This is an optimization exercise on Yosys and OpenROAD, whose aim is small area, a short achievable clock period and few clock cycles, not a production implementation. Where RTL was checked, it was by simulation tests only, not by an equivalence proof against the original. The RTL of run 3 was laid out without a check of its function.

**flow/config.mk**
```make
export PLATFORM = sky130hd
export DESIGN_NAME = UT_TOP
export DESIGN_NICKNAME = UT_TOP
export VERILOG_FILES = /design/flow/design.v
export SDC_FILE = /design/flow/constraint.sdc
export NUM_CORES = 4
export LEC_CHECK = 0
export ABC_AREA = 1
export CAP_MARGIN = 20
export CORE_MARGIN = 2
export CORE_UTILIZATION = 76
export SLEW_MARGIN = 20
```
**flow/standard.sh**
```bash
#!/bin/bash
# synth_recipe.tcl (not shown) runs the flow's synth.tcl, then flattens the netlist and writes it again
# the make line also repeats each setting of config.mk as NAME=value (left out here)
make -C /OpenROAD-flow-scripts/flow DESIGN_CONFIG=/design/flow/config.mk WORK_HOME=/design/flow/orfs CLKGATE_MAP_FILE= SYNTH_SCRIPT=/design/flow/synth_recipe.tcl "${@:-finish}"
```
**flow/constraint.sdc**
```tcl
create_clock -name core_clock -period 20.0 [get_ports {clk}]
set_input_delay 4.0000 -clock core_clock [delete_from_list [all_inputs] [get_ports {clk}]]
set_output_delay 4.0000 -clock core_clock [all_outputs]
set_load 0.01 [all_outputs]
```
**flow/design.v**
```verilog
module B2BCD_IP #(parameter WIDTH = 4, parameter DIGIT = 2) (
    Binary_code,
    BCD_code
);
input  [WIDTH-1:0]   Binary_code;
output reg [DIGIT*4-1:0] BCD_code;
integer i, j;
always @(*) begin
    BCD_code = 0;
    for (i = WIDTH - 1; i >= 0; i = i - 1) begin
        for (j = 0; j < DIGIT; j = j + 1)
            if (BCD_code[j*4 +: 4] >= 5) BCD_code[j*4 +: 4] = BCD_code[j*4 +: 4] + 4'd3;
        BCD_code = {BCD_code[DIGIT*4-2:0], Binary_code[i]};
    end
end
endmodule
module UT_TOP (
    clk, rst_n, in_valid, in_time,
    out_valid, out_display, out_day
);
input clk, rst_n, in_valid;
input [30:0] in_time;
output reg out_valid;
output reg [3:0] out_display;
output reg [2:0] out_day;
reg [4:0] cnt;                 
reg [27:0] S;                  
reg [4:0] hh;                  
reg [2:0] m1; reg [3:0] m0;    
reg [2:0] s1; reg [3:0] s0;    
reg [2:0] w;                   
reg [10:0] RB;                 
reg [2:0] yt; reg [3:0] yn;    
wire lo = ~cnt[4] & ~cnt[3];
wire idle = lo & (cnt[2:0] == 3'd0);
wire ph_a = lo & (cnt[2:0] != 3'd0) & ~(cnt[2] & (cnt[1] | cnt[0]));      
wire ph_b2 = lo & cnt[2] & (cnt[1] | cnt[0]);                           
wire ph_b1 = ~cnt[4] & cnt[3] & (cnt[2:0] == 3'd0);                       
wire cn4 = lo & cnt[2] & ~cnt[1] & ~cnt[0];
wire c9 = ~cnt[4] & cnt[3] & (cnt[2:0] == 3'd1);
wire c10 = ~cnt[4] & cnt[3] & (cnt[2:0] == 3'd2);
wire busy_out = cnt[4] | cnt[3] | (cnt[2] & cnt[1]);                    
function [3:0] dec10; input [3:0] d;
    reg c;
    begin
        c = d[3] | d[2] & (d[1] | d[0]);
        dec10 = {c, d[3] & d[0] | ~c & d[2], d[1] & (~d[2] | d[0]) | d[3] & ~d[0], d[0] ^ c};
    end
endfunction
function [2:0] dec6; input [2:0] d;
    reg c;
    begin
        c = d[2] | d[1] & d[0];
        dec6 = {c, d[2] & d[0] | ~d[2] & d[1] & ~d[0], d[0] ^ c};
    end
endfunction
reg [4:0] th; reg [2:0] tm1; reg [3:0] tm0; reg [2:0] ts1; reg [3:0] ts0;
reg [27:0] tS; reg [6:0] qd;
reg [3:0] e0, e2; reg [2:0] e1, e3; reg c4;
integer k;
always @(*) begin
    th = hh; tm1 = m1; tm0 = m0; ts1 = s1; ts0 = s0; tS = S;
    for (k = 6; k >= 0; k = k - 1) begin
        e0 = dec10(ts0); e1 = dec6(ts1); e2 = dec10(tm0); e3 = dec6(tm1);
        c4 = th[4] | (th[3] & th[2]);
        ts0 = {e0[2:0], tS[27]};
        ts1 = {e1[1:0], e0[3]};
        tm0 = {e2[2:0], e1[2]};
        tm1 = {e3[1:0], e2[3]};
        th  = {th[4] & th[2] | ~c4 & th[3], c4 ? th[4] & ~th[2] : th[2], th[1:0], e3[2]};
        tS  = {tS[26:0], c4};
        qd[k] = c4;
    end
end
function [2:0] add7; input [2:0] a; input [2:0] b;
    reg [3:0] t;
    begin
        t = a + b;
        add7 = t[2:0] + t[3];
    end
endfunction
wire [2:0] w_n = add7(add7({w[1:0], w[2]}, S[5:3]), add7(S[2:0], {2'b0, S[6]}));
reg [1:0] bb;
always @(*) begin
    case (cnt[1:0])
    2'd1: bb = S[4:3];            
    2'd2: bb = S[9:8];            
    2'd3: bb = {S[14], 1'b1};     
    default: bb = 2'b00;
    endcase
end
wire [11:0] x1 = {RB, bb[1]};
wire q1 = x1 >= 12'd1461;
wire [10:0] r1a = q1 ? x1 - 12'd1461 : x1[10:0];
wire [11:0] x2 = {r1a, bb[0]};
wire q2 = x2 >= 12'd1461;
wire [10:0] r2 = q2 ? x2 - 12'd1461 : x2[10:0];
wire [3:0] ya = dec10({1'b0, yt});
wire [3:0] yb = dec10(yn);
wire [3:0] yc = dec10({ya[2:0], yb[3]});
wire [3:0] yd = dec10({yb[2:0], q1});
wire [2:0] yt_n = {yc[1:0], yd[3]};
wire [3:0] yn_n = {yd[2:0], q2};
wire [3:0] ytf = {yt, yn >= 4'd5};
wire leap = ~yn[0] & (yn[1] ^ yt[0]);         
wire [8:0] doy = RB[10:2];
wire late = {doy, ~leap} >= 10'd119;           
wire hi   = {doy, ~leap} >= 10'd425;           
wire [8:0] kadd = hi ? (leap ? -9'd213 : -9'd212) : late ? (leap ? 9'd1 : 9'd2) : 9'd0;
wire [8:0] rsum = doy + kadd;
wire [7:0] r = rsum[7:0];
wire [7:0] rs = RB[7:0];
wire [1:0] pair = rs >= 8'd183 ? 2'd3 : rs >= 8'd122 ? 2'd2 : rs >= 8'd61 ? 2'd1 : 2'd0;
wire [5:0] rr = rs - pair * 6'd61;
wire sec = rr >= 6'd31;
wire [4:0] d0 = sec ? rr - 6'd31 : rr;       
wire [3:0] mon = (RB[10] ? 4'd8 : 4'd1) + RB[9:7];
reg [3:0] dt, dn;
always @(*) begin
    if (RB[4:0] >= 5'd29)      begin dt = 3; dn = RB[4:0] - 5'd29; end
    else if (RB[4:0] >= 5'd19) begin dt = 2; dn = RB[4:0] - 5'd19; end
    else if (RB[4:0] >= 5'd9)  begin dt = 1; dn = RB[4:0] - 5'd9;  end
    else                       begin dt = 0; dn = RB[4:0] + 5'd1;  end
end
always @(posedge clk or negedge rst_n) begin
    if (!rst_n) cnt <= 0;
    else if (idle) cnt <= in_valid ? 5'd1 : 5'd0;
    else if (cnt == 5'd19) cnt <= 0;
    else cnt <= cnt + 1;
end
always @(posedge clk) begin
    if (idle) S <= in_time[27:0];
    else S <= tS;
end
always @(posedge clk) begin
    if (idle) begin
        hh <= 0; m1 <= 0; m0 <= 0; s1 <= 0; s0 <= {1'b0, in_time[30:28]};
    end else if (ph_a) begin
        hh <= th; m1 <= tm1; m0 <= tm0; s1 <= ts1; s0 <= ts0;
    end
end
reg y2k;
always @(posedge clk) if (lo & (cnt[2:0] == 3'd5)) y2k <= S[14:0] >= 15'd10957;
always @(posedge clk) begin
    if (idle) w <= 3'd2;
    else if (lo & (cnt[2] ^ cnt[1])) w <= w_n;                     
end
always @(posedge clk) begin
    if (ph_b2) begin
        RB <= r2;
        yt <= yt_n; yn <= yn_n;
    end else if (cn4) begin
        RB <= {1'b0, tS[14:5]};
        yt <= 0; yn <= 0;
    end else if (ph_b1) begin
        RB <= r1a;
        yt <= {ya[1:0], yb[3]}; yn <= {yb[2:0], q1};
    end else if (c9)  RB <= {3'b0, r[7:0]} | {hi, 10'b0};
    else if (c10) RB <= {RB[10], pair, sec, 2'b0, d0};
end
always @(posedge clk or negedge rst_n) begin
    if (!rst_n) begin
        out_valid <= 0; out_display <= 0; out_day <= 0;
    end else begin
        out_valid <= busy_out;
        out_day <= (busy_out && w != 3'd7) ? w : 3'd0;
        case (cnt)
        6:  out_display <= y2k ? 4'd2 : 4'd1;
        7:  out_display <= y2k ? 4'd0 : 4'd9;
        8:  out_display <= (ytf >= 4'd3) ? ytf - 4'd3 : ytf + 4'd7;
        9:  out_display <= yn;
        10: out_display <= {3'b0, RB[10] & (RB[7:0] >= 8'd61)};
        11: out_display <= (mon >= 4'd10) ? mon - 4'd10 : mon;
        12: out_display <= dt;
        13: out_display <= dn;
        14: out_display <= (hh >= 5'd20) ? 4'd2 : (hh >= 5'd10) ? 4'd1 : 4'd0;
        15: out_display <= (hh >= 5'd20) ? hh - 5'd20 : (hh >= 5'd10) ? hh - 5'd10 : hh;
        16: out_display <= {1'b0, m1};
        17: out_display <= m0;
        18: out_display <= {1'b0, s1};
        19: out_display <= s0;
        default: out_display <= 0;
        endcase
    end
end
endmodule
```
**flow/flow/run.sh**
```bash
#!/bin/bash
# Standard ORFS flow (the standard.sh), with the port buffers the standard flow's flow
# inserts on every input and output made from buf_1 cells instead of the
# default delay-buffer cell.
set -e
export BUFFER_PORTS_ARGS="-buffer_cell sky130_fd_sc_hd__buf_1"
bash standard.sh > standard.log 2>&1
```
==> qor.txt, run 1 <==
Dominant cell by count in the synthesized netlist: nand2_1
Clock Tree Root: clkbuf_8
Synth top area cells: nand2_1 (14%), dfxtp_1 (13%), edfxtp_1 (8.8%)
Status: complete, no violations
Share of the synthesized area in the top cell type: 14.4%
Initial antenna violation count: 0
Crit share post-route: 24.6%
Max-cap check violation count: 0
Reg2Reg Setup Slack: 15.38 ns
RSZ-0062 raised after global routing: false
Initial DRC count: 819
DR vias: 7866
Initial core utilization: 77.3%
Synthesized net count: 1239
Dpl hpwl: 15.9 mm
Critical R2R Launch: RB[5]$_DFFE_PP_
Syn Std Cell Area: 7480 um2
Cell area after layout: 7930 um2
Gr usage total: 38.8%
Synth-to-Final Area Change: 5.94%
Clock Path Buffers: 2
Arr. time, crit path: 0.92 ns
Antenna Cells: 0
Clock latency on the worst-skew pair: 0.37 ns
Relative slew slack: 36.0%
CP max stage delay: 0.39 ns
Hold WC Path Type: register to register
Synth area leader: nand2_1
WP buf/inv: 1
Slew Limit Fails: 0
Sequential-to-total area share from yosys stat: 25.8%
Die area: 10700 um2
Req. time, crit path: 16.00 ns
Register bit total from synthesis: 82
Die W: 103 um
Final antenna-violating net count: 0
Hold Buf Count CTS: 0
Worst setup SP type: register
Synth cell types: 52
Drt wl/cell: 15.4 um
DR DRC count: 0
H-tree levels: 3
Setup TNS: 0 ns
Worst Setup SP: out_display[2]$_DFF_PN0_
Port Buf Inserts: 41
Critical path class: register to primary output
Slew @ Worst Pin: 0.959 ns
Worst-path clk slew: 0.09 ns
Placed Area: 7720 um2
CP max-delay cell: dfrtp_1
TritonCTS clock tree: done
Pre-CTS WS: 15.39 ns
First-pass GRT wire length: 32.4 mm
Crit path max fanout: 1
Syn_area_per_cell: 6.50 um2
CTS Buf Count: 9
Largest net degree at the start of global routing: 50
Hold Crit Start: S[16]$_DFF_P_
Endpoints failing setup: 0
GPL Wtd Cong: 1.05
CP top delay family: flip-flops
Post-CTS Resized: 0
Count of standard-cell rows: 36
Final #Nets: 1272
PnR worst setup slack: 15.08 ns
Total wire length: 20.4 mm
Endpoint class of the critical path: primary output
Max frequency: 0.203 GHz
Core area: 9680 um2
Die height: 103 um
Vias in the first global route: 7020
Post-synth top cells: nand2_1 (287), inv_1 (169), nor2_1 (94), o21ai_0 (94), a21oi_1 (62)
Final Skew: 0.00890 ns
Yosys warning count: 1
Worst path cell trace: buf_1
Total gr overflow: 0
Via/cell ratio: 5.95
Post-synth EDFFs: 22
Final Critical Period: 4.92 ns
# IOs: 42
FFs w/ async S/R, synth: 15.9%
Drt pass-1 iters: 9
FILL cells: 712
Hold WS: 0.457 ns
Primary FF master, synth: dfxtp_1
Mapped Cells: 1151
Final Hold Fails: 0
Sink Count: 82
Share of cells above drive strength 1: 7.74%
Setup bufs post-CTS: 0
-- layer usage --
metal	part of all wire, %	routed length (um)	track usage (%)
met3	9.7	1970	8.40
met2	45	9150	62.6
met4	3.6	728	14.1
met1	42	8510	51.6
met5	0	0	0
-- tightest hold or removal path: stages, from the launching register on --
cell	delay (ns)
dfxtp_1	0.32
nand2_1	0.06
nand2_1	0.06
-- stage by stage --
stage | util [%] | std cells
4_1_cts | 81.8 | 1322
5_1_grt | 81.8 | 1322
2_1_floorplan | - | 1151
6_report | 81.8 | 1322
3_3_place_gp | 79.7 | 1306
3_5_place_dp | 79.7 | 1306
-- cell usage in the layout, fill, tap and decap left out, drive strengths merged, types with 7 or more instances in the layout --
| cell type | instances |
|---|---|
| clkbuf | 11 |
| nor2 | 94 |
| a31oi | 12 |
| buf | 44 |
| ha | 47 |
| xor2 | 23 |
| a21oi | 67 |
| or2 | 9 |
| nand4 | 7 |
| fa | 7 |
| nand3 | 61 |
| o21ai | 129 |
| edfxtp | 22 |
| dfxtp | 47 |
| nor3 | 16 |
| inv | 193 |
| nand2 | 309 |
| o211ai | 9 |
| o22ai | 16 |
| dfrtp | 13 |
-- area by class of cell --
type / instances / area, um2 / share of cell area (%)
Clock buffer: 11 / 163 / 2.05
Clock inverter: 5 / 43.8 / 0.552
Inverter: 193 / 734 / 9.27
Multi-Input combinational cell: 854 / 4720 / 59.5
Sequential cell: 82 / 1930 / 24.3
Tap cell: 133 / 166 / 2.10
Timing Repair Buffer: 44 / 176 / 2.23
-- state kept, by name, indices dropped and copies added (netlist names) --
signal	flops
s0	4
m0	4
m1	3
w	3
hh	5
y2k	1
cnt	5
out_display	4
s1	3
out_day	3
yn	4
S	28
RB	11
yt	3
out_valid	1
-- path summary, 6_finish.rpt --
| kind | cells after the start | end |
|---|---|---|
| setup / recovery | 1 | out_display[2] |
| hold / removal | 2 | S[23]$_DFF_P_ |
| setup reg to reg | 21 | RB[3]$_DFFE_PP_ |
| hold reg to reg | 2 | S[23]$_DFF_P_ |
| max in group asynchronous | 1 | out_display[2]$_DFF_PN0_ |
| min in group asynchronous | 1 | cnt[0]$_DFF_PN0_ |
-- cells by family (layout without fill, tap and decap cells) --
family | after synthesis | after routing | synth area share (%)
AND/OR/NAND/NOR | 503 | 503 | 28.6
AO/OA/AOI/OAI | 268 | 268 | 21.2
buffers and inverters | 215 | 253 | 11.3
flip-flops | 82 | 82 | 25.8
adder cells (fa/ha/maj) | 54 | 54 | 9.73
XOR/XNOR | 29 | 29 | 3.39
Testbench counts, summed over its fixed seeds: cycles 6,712.
==> run 2, diff against run 1 <==
--- a/flow/config.mk
+++ b/flow/config.mk
@@ -10,3 +10,3 @@
 export CORE_MARGIN = 2
-export CORE_UTILIZATION = 76
+export CORE_UTILIZATION = 70
 export SLEW_MARGIN = 20
==> run 2 against run 1 <==
  * Fmax is 0.92% higher
  * Synthesized cell count is the same
  * Still clean
  * Synthesized area is the same
  * Worst hold slack worse by 0.019 ns
  * Non-clock buffer count rose by 1
==> qor.txt, run 2 <==
Status: complete, no violations (unchanged)
Drt pass-1 iters: 8 (was 9)
Antenna Cells: 0 (unchanged)
Simple-Gate Fraction of Synth Area: 28.6% (unchanged)
Largest regs: S: 28 flops, RB: 11 flops (unchanged)
Top reg by flops: S (unchanged)
Largest family of logic cells by synthesized area: simple AND/OR/NAND/NOR gates (unchanged)
R2r worst-path depth: 23 (was 21)
Largest net degree at the start of global routing: 48 (was 50)
GPL Wtd Cong: 0.983 (was 1.05)
DR vias: 7721 (was 7866)
Max-cap check violation count: 0 (unchanged)
Slew Limit Fails: 0 (unchanged)
Clock Tree Root: clkbuf_8 (unchanged)
Final #Nets: 1273 (was 1272)
Placed cells: 1310 (was 1306)
Number of flip-flops in the largest register: 28 (unchanged)
Final Skew: 0.0178 ns (was 0.00890 ns)
Dominant cell by count in the synthesized netlist: nand2_1 (unchanged)
Syn Std Cell Area: 7480 um2 (unchanged)
Clock latency on the worst-skew pair: 0.39 ns (was 0.37 ns)
TritonCTS clock tree: done (unchanged)
Final Critical Period: 4.88 ns (was 4.92 ns)
Synth cell types: 52 (unchanged)
Most frequent cells in the layout: nand2_1 (287), inv_1 (169), o21ai_0 (94), nor2_1 (93), a21oi_1 (62) (unchanged)
Share of cells above drive strength 1: 7.82% (was 7.74%)
Post-synth top cells: nand2_1 (287), inv_1 (169), nor2_1 (94), o21ai_0 (94), a21oi_1 (62) (unchanged)
Arr. time, crit path: 0.88 ns (was 0.92 ns)
FFs w/ async S/R, synth: 15.9% (unchanged)
Initial DRC count: 913 (was 819)
Total gr overflow: 0 (unchanged)
Setup bufs post-CTS: 0 (unchanged)
Endpoint class of the critical path: primary output (unchanged)
Setup TNS: 0 ns (unchanged)
CTS Buf Count: 9 (unchanged)
Max frequency: 0.205 GHz (was 0.203 GHz)
# IOs: 42 (unchanged)
Post-CTS Resized: 0 (unchanged)
Share of the synthesized area in the top cell type: 14.4% (unchanged)
Final Hold Fails: 0 (unchanged)
Worst path cell trace: buf_1 (unchanged)
Crit path max fanout: 1 (unchanged)
Core area: 10400 um2 (was 9680 um2)
Clock Path Buffers: 2 (unchanged)
Sink Count: 82 (unchanged)
Initial core utilization: 72.2% (was 77.3%)
Final Non-Filler Cells: 1326 (was 1322)
Worst setup SP type: register (unchanged)
CP max-delay cell: dfrtp_1 (unchanged)
Post-synthesis mux area share: 0% (unchanged)
Yosys warning count: 1 (unchanged)
Primary FF master, synth: dfxtp_1 (unchanged)
Port Buf Inserts: 41 (unchanged)
Vias in the first global route: 6875 (was 7020)
Die W: 107 um (was 103 um)
Compound-Gate Fraction of Synth Area: 21.2% (unchanged)
Slew @ Worst Pin: 1.05 ns (was 0.959 ns)
Hold depth: 2 (unchanged)
H-tree levels: 3 (unchanged)
Synth-to-Final Area Change: 5.75% (was 5.94%)
Endpoints failing setup: 0 (unchanged)
CP max stage delay: 0.37 ns (was 0.39 ns)
Dpl hpwl: 16.2 mm (was 15.9 mm)
Req. time, crit path: 16.00 ns (about the same)
Synthesized net count: 1239 (unchanged)
Synth area leader: nand2_1 (unchanged)
Crit share post-route: 24.4% (was 24.6%)
DR DRC count: 0 (unchanged)
CP top delay family: flip-flops (unchanged)
First-pass GRT wire length: 32.7 mm (was 32.4 mm)
Relative slew slack: 30.1% (was 36.0%)
Synth Area in Adders: 9.73% (unchanged)
Count of standard-cell rows: 37 (was 36)
Initial antenna violation count: 0 (unchanged)
Drt wl/cell: 15.5 um (was 15.4 um)
Commonest non-fill, non-tap cell in the layout: nand2_1 (unchanged)
Worst-path clk slew: 0.10 ns (was 0.09 ns)
Die height: 107 um (was 103 um)
Total wire length: 20.5 mm (was 20.4 mm)
Crit path depth: 1 (unchanged)
Critical path class: register to primary output (unchanged)
Post-synth EDFFs: 22 (unchanged)
Die area: 11500 um2 (was 10700 um2)
RSZ-0062 raised after global routing: false (unchanged)
Synth top area cells: nand2_1 (14%), dfxtp_1 (13%), edfxtp_1 (8.8%) (unchanged)
WP buf/inv: 1 (unchanged)
Final antenna-violating net count: 0 (unchanged)
Via/cell ratio: 5.82 (was 5.95)
Syn_area_per_cell: 6.50 um2 (unchanged)
Register bit total from synthesis: 82 (unchanged)
Post-Synth XOR/XNOR Area: 3.39% (unchanged)
Gr usage total: 36.0% (was 38.8%)
Hold WC Path Type: register to register (unchanged)
Hold Buf Count CTS: 0 (unchanged)
Sequential-to-total area share from yosys stat: 25.8% (unchanged)
Mapped Cells: 1151 (unchanged)
run 2: cell counts after synthesis:
Identical to the previous run, type by type.
run 2: cell type report:
cell class              count  area [um2]
flip-flops and latches     82        1930
well taps                 136         170
repair buffers             45         184
multi-input cells         854        4720
clock buffers               9         124
inverters                 193         734
fillers                   892        2460
clock inverters             7        57.6
run 2: metal layers:
layer  vias up  global-route usage [%]  wire (um)
li1       3866                       -          -
met1      3445                    48.0       8840
met2       354                    58.5       9310
met3        56                    6.96       1820
met4         0                    12.6        537
met5         -                       0          0
run 2: worst paths after layout:
path / endpoint / slack [ns] / start
min in group asynchronous: out_day[2]$_DFF_PN0_ / 3.73 / rst_n
max in group asynchronous: out_display[0]$_DFF_PN0_ / 15.66 / rst_n
hold / removal: S[22]$_DFF_P_ / 0.44 / S[15]$_DFF_P_
setup reg to reg: RB[7]$_DFFE_PP_ / 15.38 / cnt[0]$_DFF_PN0_
setup / recovery: out_day[0] / 15.12 / out_day[0]$_DFF_PN0_
hold reg to reg: S[22]$_DFF_P_ / 0.44 / S[15]$_DFF_P_
run 2: logic make-up after synthesis:
family / after synthesis
AND/OR/NAND/NOR: 503
adder cells (fa/ha/maj): 54
AO/OA/AOI/OAI: 268
flip-flops: 82
buffers and inverters: 215
XOR/XNOR: 29
run 2: per-stage QoR:
step           utilization (%)  instance area [um2]  setup WS (ns)  hold slack (ns)
2_1_floorplan                -                 7480          15.62            0.396
3_3_place_gp              74.6                 7730          15.32            0.407
3_5_place_dp              74.6                 7730          15.29            0.416
4_1_cts                   76.3                 7910          15.11            0.440
5_1_grt                   76.3                 7910          14.89            0.471
6_report                  76.3                 7910          15.12            0.437
==> run 3, diff against run 2 <==
--- a/flow/design.v
+++ b/flow/design.v
@@ -33,2 +33,3 @@
 reg [2:0] yt; reg [3:0] yn;    
+reg y2k;
 wire lo = ~cnt[4] & ~cnt[3];
@@ -37,7 +38,7 @@
 wire ph_b2 = lo & cnt[2] & (cnt[1] | cnt[0]);                           
-wire ph_b1 = ~cnt[4] & cnt[3] & (cnt[2:0] == 3'd0);                       
 wire cn4 = lo & cnt[2] & ~cnt[1] & ~cnt[0];
+wire cn5 = lo & cnt[2] & ~cnt[1] & cnt[0];
+wire c8 = ~cnt[4] & cnt[3] & (cnt[2:0] == 3'd0);
 wire c9 = ~cnt[4] & cnt[3] & (cnt[2:0] == 3'd1);
-wire c10 = ~cnt[4] & cnt[3] & (cnt[2:0] == 3'd2);
-wire busy_out = cnt[4] | cnt[3] | (cnt[2] & cnt[1]);                    
+wire busy_out = cnt[4] | cnt[3] | cnt[2] & (cnt[1] | cnt[0]);           
 function [3:0] dec10; input [3:0] d;
@@ -82,2 +83,5 @@
 wire [2:0] w_n = add7(add7({w[1:0], w[2]}, S[5:3]), add7(S[2:0], {2'b0, S[6]}));
+wire [10:0] x4 = tS[14:4];
+wire q4 = x4 >= 11'd1461;
+wire [10:0] r4 = q4 ? x4 - 11'd1461 : x4;
 reg [1:0] bb;
@@ -85,6 +89,5 @@
     case (cnt[1:0])
-    2'd1: bb = S[4:3];            
-    2'd2: bb = S[9:8];            
-    2'd3: bb = {S[14], 1'b1};     
-    default: bb = 2'b00;
+    2'd1: bb = S[3:2];            
+    2'd2: bb = S[8:7];            
+    default: bb = 2'b10;
     endcase
@@ -103,3 +106,4 @@
 wire [3:0] yn_n = {yd[2:0], q2};
-wire [3:0] ytf = {yt, yn >= 4'd5};
+wire yb1 = RB >= 11'd730;
+wire [3:0] ytf = {yt, yb[3], {yb[2:0], yb1} >= 4'd5};
 wire leap = ~yn[0] & (yn[1] ^ yt[0]);         
@@ -124,2 +128,3 @@
 end
+wire y2k_n = S[14:0] >= 15'd10957;            
 always @(posedge clk or negedge rst_n) begin
@@ -127,3 +132,3 @@
     else if (idle) cnt <= in_valid ? 5'd1 : 5'd0;
-    else if (cnt == 5'd19) cnt <= 0;
+    else if (cnt == 5'd18) cnt <= 0;
     else cnt <= cnt + 1;
@@ -141,4 +146,3 @@
 end
-reg y2k;
-always @(posedge clk) if (lo & (cnt[2:0] == 3'd5)) y2k <= S[14:0] >= 15'd10957;
+always @(posedge clk) if (cn5) y2k <= y2k_n;
 always @(posedge clk) begin
@@ -152,9 +156,6 @@
     end else if (cn4) begin
-        RB <= {1'b0, tS[14:5]};
-        yt <= 0; yn <= 0;
-    end else if (ph_b1) begin
-        RB <= r1a;
-        yt <= {ya[1:0], yb[3]}; yn <= {yb[2:0], q1};
-    end else if (c9)  RB <= {3'b0, r[7:0]} | {hi, 10'b0};
-    else if (c10) RB <= {RB[10], pair, sec, 2'b0, d0};
+        RB <= r4;
+        yt <= 0; yn <= {3'b0, q4};
+    end else if (c8)  RB <= {3'b0, r[7:0]} | {hi, 10'b0};
+    else if (c9) RB <= {RB[10], pair, sec, 2'b0, d0};
 end
@@ -165,18 +166,19 @@
         out_valid <= busy_out;
-        out_day <= (busy_out && w != 3'd7) ? w : 3'd0;
+        if (cn5) out_day <= (w_n != 3'd7) ? w_n : 3'd0;
+        else if (!busy_out) out_day <= 3'd0;
         case (cnt)
-        6:  out_display <= y2k ? 4'd2 : 4'd1;
-        7:  out_display <= y2k ? 4'd0 : 4'd9;
-        8:  out_display <= (ytf >= 4'd3) ? ytf - 4'd3 : ytf + 4'd7;
-        9:  out_display <= yn;
-        10: out_display <= {3'b0, RB[10] & (RB[7:0] >= 8'd61)};
-        11: out_display <= (mon >= 4'd10) ? mon - 4'd10 : mon;
-        12: out_display <= dt;
-        13: out_display <= dn;
-        14: out_display <= (hh >= 5'd20) ? 4'd2 : (hh >= 5'd10) ? 4'd1 : 4'd0;
-        15: out_display <= (hh >= 5'd20) ? hh - 5'd20 : (hh >= 5'd10) ? hh - 5'd10 : hh;
-        16: out_display <= {1'b0, m1};
-        17: out_display <= m0;
-        18: out_display <= {1'b0, s1};
-        19: out_display <= s0;
+        5:  out_display <= y2k_n ? 4'd2 : 4'd1;
+        6:  out_display <= y2k ? 4'd0 : 4'd9;
+        7:  out_display <= (ytf >= 4'd3) ? ytf - 4'd3 : ytf + 4'd7;
+        8:  out_display <= yn;
+        9:  out_display <= {3'b0, RB[10] & (RB[7:0] >= 8'd61)};
+        10: out_display <= (mon >= 4'd10) ? mon - 4'd10 : mon;
+        11: out_display <= dt;
+        12: out_display <= dn;
+        13: out_display <= (hh >= 5'd20) ? 4'd2 : (hh >= 5'd10) ? 4'd1 : 4'd0;
+        14: out_display <= (hh >= 5'd20) ? hh - 5'd20 : (hh >= 5'd10) ? hh - 5'd10 : hh;
+        15: out_display <= {1'b0, m1};
+        16: out_display <= m0;
+        17: out_display <= {1'b0, s1};
+        18: out_display <= s0;
         default: out_display <= 0;
==> run 3 against run 2 <==
  * Still clean
  * Synthesized cell count increased by 0.96%
  * Clock skew increased by 0.00069 ns
  * Sequential cell count unchanged
  * Fmax decreased by 0.96%
  * Largest cell class unchanged
==> qor.txt, run 3 <==
Most frequent cells in the layout: nand2_1 (298), inv_1 (154), o21ai_0 (82), nor2_1 (81), a21oi_1 (62) (was nand2_1 (287), inv_1 (169), o21ai_0 (94), nor2_1 (93), a21oi_1 (62))
R2r worst-path depth: 18 (was 23)
Placed Area: 7970 um2 (was 7730 um2)
Synth cell types: 63 (was 52)
Count of standard-cell rows: 38 (was 37)
Final antenna-violating net count: 0 (unchanged)
Post-synth EDFFs: 22 (unchanged)
Reg area: 1930 um2 (unchanged)
Crit path max fanout: 2 (was 1)
Via/cell ratio: 5.75 (was 5.82)
CP max-delay cell: dfrtp_1 (unchanged)
Largest net degree at the start of global routing: 59 (was 48)
Cell area after layout: 8170 um2 (was 7910 um2)
Synth area leader: nand2_1 (unchanged)
Die area: 11900 um2 (was 11500 um2)
TritonCTS clock tree: done (unchanged)
Initial core utilization: 71.5% (was 72.2%)
Synth top area cells: nand2_1 (14%), dfxtp_1 (12%), edfxtp_1 (8.6%) (was nand2_1 (14%), dfxtp_1 (13%), edfxtp_1 (8.8%))
Sink Count: 82 (unchanged)
Max frequency: 0.203 GHz (was 0.205 GHz)
Final Hold Fails: 0 (unchanged)
Hold Buf Count CTS: 0 (unchanged)
Total wire length: 19.9 mm (was 20.5 mm)
Worst path cell trace: buf_1 (unchanged)
# IOs: 42 (unchanged)
H-tree levels: 3 (unchanged)
Worst Setup SP: out_day[2]$_DFFE_PN0P_ (was out_day[0]$_DFF_PN0_)
Share of cells above drive strength 1: 9.58% (was 7.82%)
Top reg by flops: S (unchanged)
Status: complete, no violations (unchanged)
RSZ-0062 raised after global routing: false (unchanged)
Synth-to-Final Area Change: 5.82% (was 5.75%)
Clock Path Buffers: 2 (unchanged)
Crit share post-route: 24.6% (was 24.4%)
Gr usage total: 34.6% (was 36.0%)
Die height: 109 um (was 107 um)
Number of flip-flops in the largest register: 28 (unchanged)
Initial DRC count: 570 (was 913)
Drt pass-1 iters: 7 (was 8)
Hold Crit Start: S[16]$_DFF_P_ (was S[15]$_DFF_P_)
Critical R2R Launch: RB[3]$_DFFE_PP_ (was cnt[0]$_DFF_PN0_)
Arr. time, crit path: 0.93 ns (was 0.88 ns)
Initial antenna violation count: 0 (unchanged)
Die W: 109 um (was 107 um)
Req. time, crit path: 16.00 ns (about the same)
Endpoint class of the critical path: primary output (unchanged)
Critical path class: register to primary output (unchanged)
Hold WC Path Type: register to register (unchanged)
Largest regs: S: 28 flops, RB: 11 flops (unchanged)
Setup TNS: 0 ns (unchanged)
Slew @ Worst Pin: 0.946 ns (was 1.05 ns)
CP max stage delay: 0.41 ns (was 0.37 ns)
Port Buf Inserts: 41 (unchanged)
Clock latency on the worst-skew pair: 0.39 ns (about the same)
Synthesized net count: 1252 (was 1239)
Core Util, Final: 75.7% (was 76.3%)
FILL cells: 909 (was 892)
Post-synth top cells: nand2_1 (298), inv_1 (154), nor2_1 (82), o21ai_0 (82), a21oi_1 (62) (was nand2_1 (287), inv_1 (169), nor2_1 (94), o21ai_0 (94), a21oi_1 (62))
Antenna Cells: 0 (unchanged)
Share of the synthesized area in the top cell type: 14.5% (was 14.4%)
First-pass GRT wire length: 32.2 mm (was 32.7 mm)
WP buf/inv: 1 (unchanged)
Post-CTS Resized: 0 (unchanged)
Endpoints failing setup: 0 (unchanged)
Drt wl/cell: 14.8 um (was 15.5 um)
Relative slew slack: 36.5% (was 30.1%)
Sequential-to-total area share from yosys stat: 25.0% (was 25.8%)
Max-cap check violation count: 0 (unchanged)
Final #Nets: 1286 (was 1273)
Hold WS: 0.428 ns (was 0.437 ns)
Core area: 10800 um2 (was 10400 um2)
Setup bufs post-CTS: 0 (unchanged)
CTS Buf Count: 9 (unchanged)
Clock Tree Root: clkbuf_8 (unchanged)
Vias in the first global route: 6922 (was 6875)
Yosys warning count: 1 (unchanged)
GPL Wtd Cong: 1.00 (was 0.983)
Worst setup SP type: register (unchanged)
FFs w/ async S/R, synth: 15.9% (unchanged)
Register bit total from synthesis: 82 (unchanged)
Area of the multi-input gates: 4990 um2 (was 4720 um2)
Syn_area_per_cell: 6.64 um2 (was 6.50 um2)
Total gr overflow: 0 (unchanged)
DR vias: 7708 (was 7721)
Worst-path clk slew: 0.10 ns (about the same)
CP top delay family: flip-flops (unchanged)
Mapped Cells: 1162 (was 1151)
Crit path depth: 1 (unchanged)
R2r endpoint: RB[3]$_DFFE_PP_ (was RB[7]$_DFFE_PP_)
CP Capture Point: out_day[2] (was out_day[0])
Commonest non-fill, non-tap cell in the layout: nand2_1 (unchanged)
Syn Std Cell Area: 7720 um2 (was 7480 um2)
Final Critical Period: 4.93 ns (was 4.88 ns)
Reg2Reg Setup Slack: 15.15 ns (was 15.38 ns)
Slew Limit Fails: 0 (unchanged)
Dominant cell by count in the synthesized netlist: nand2_1 (unchanged)
DR DRC count: 0 (unchanged)
Primary FF master, synth: dfxtp_1 (unchanged)
Dpl hpwl: 15.6 mm (was 16.2 mm)
Final Skew: 0.0185 ns (was 0.0178 ns)
run 3: kinds of logic (layout without fill, tap and decap cells):
logic type / Yosys count / after routing / share of synthesized area, %
XOR/XNOR: 41 / 41 / 4.85
buffers and inverters: 206 / 245 / 10.5
adder cells (fa/ha/maj): 56 / 56 / 9.76
AND/OR/NAND/NOR: 508 / 508 / 28.5
flip-flops: 82 / 82 / 25.0
AO/OA/AOI/OAI: 269 / 269 / 21.5
run 3: through the flow:
| step | setup slack, ns | instances |
|---|---|---|
| 6_report | 15.07 | 1341 |
| 5_1_grt | 14.74 | 1341 |
| 4_1_cts | 15.07 | 1341 |
| 3_5_place_dp | 15.29 | 1325 |
| 3_3_place_gp | 15.32 | 1325 |
| 2_1_floorplan | 15.62 | 1162 |
run 3: layout make-up:
cell class / count / share of cell area, %
well taps: 140 / 2.14
multi-input cells: 874 / 61.1
flip-flops and latches: 82 / 23.6
clock buffers: 9 / 1.52
repair buffers: 44 / 2.16
inverters: 185 / 8.56
clock inverters: 7 / 0.934
run 3: worst min path at each step:
stage	endpoint	slack [ns]	depth (start not counted)
2_1_floorplan	S[22]$_DFF_P_	0.40	2
3_3_place_gp	S[27]$_DFF_P_	0.40	2
3_5_place_dp	S[23]$_DFF_P_	0.41	2
4_1_cts	S[23]$_DFF_P_	0.43	2
5_1_grt	S[23]$_DFF_P_	0.45	2
6_report	S[23]$_DFF_P_	0.43	2
run 3: per-layer routing:
metal  vias up  share of wire (%)  global-route usage [%]
li1       3902                  -                       -
met1      3501                 46                    47.9
met2       262                 44                    54.2
met3        43                7.6                    7.05
met4         0                2.4                    10.4
met5         -                  0                       0

port drivers added, routing unchanged:
In the flow no input, the clock included, has a driving cell. The finished layouts below were timed again as built, in two steps.
Step 1, drivers: a clkbuf_16 drives clk and a buf_2 each remaining input, both assumed.
Step 2 also shifts input and output timing later by t, the mid clock arrival at the registers, as if the neighbouring blocks saw the same clock.
Three values: ideal, step 1, step 2; two values: the first two.
run | shift t [ns] | slack for setup (ns) | latest minus earliest clock arrival (ns) | pins driven straight from the clock port
run 1 | 0.403 | 15.076 / 15.040 / 15.378 | 0.009 / 0.010 | 1
run 2 | 0.412 | 15.121 / 15.085 / 15.255 | 0.017 / 0.017 | 1
run 3 | 0.415 | 15.074 / 15.038 / 15.154 | 0.018 / 0.019 | 1
After both steps every run listed still meets setup and hold. The worst setup slack also covers recovery checks on asynchronous resets.
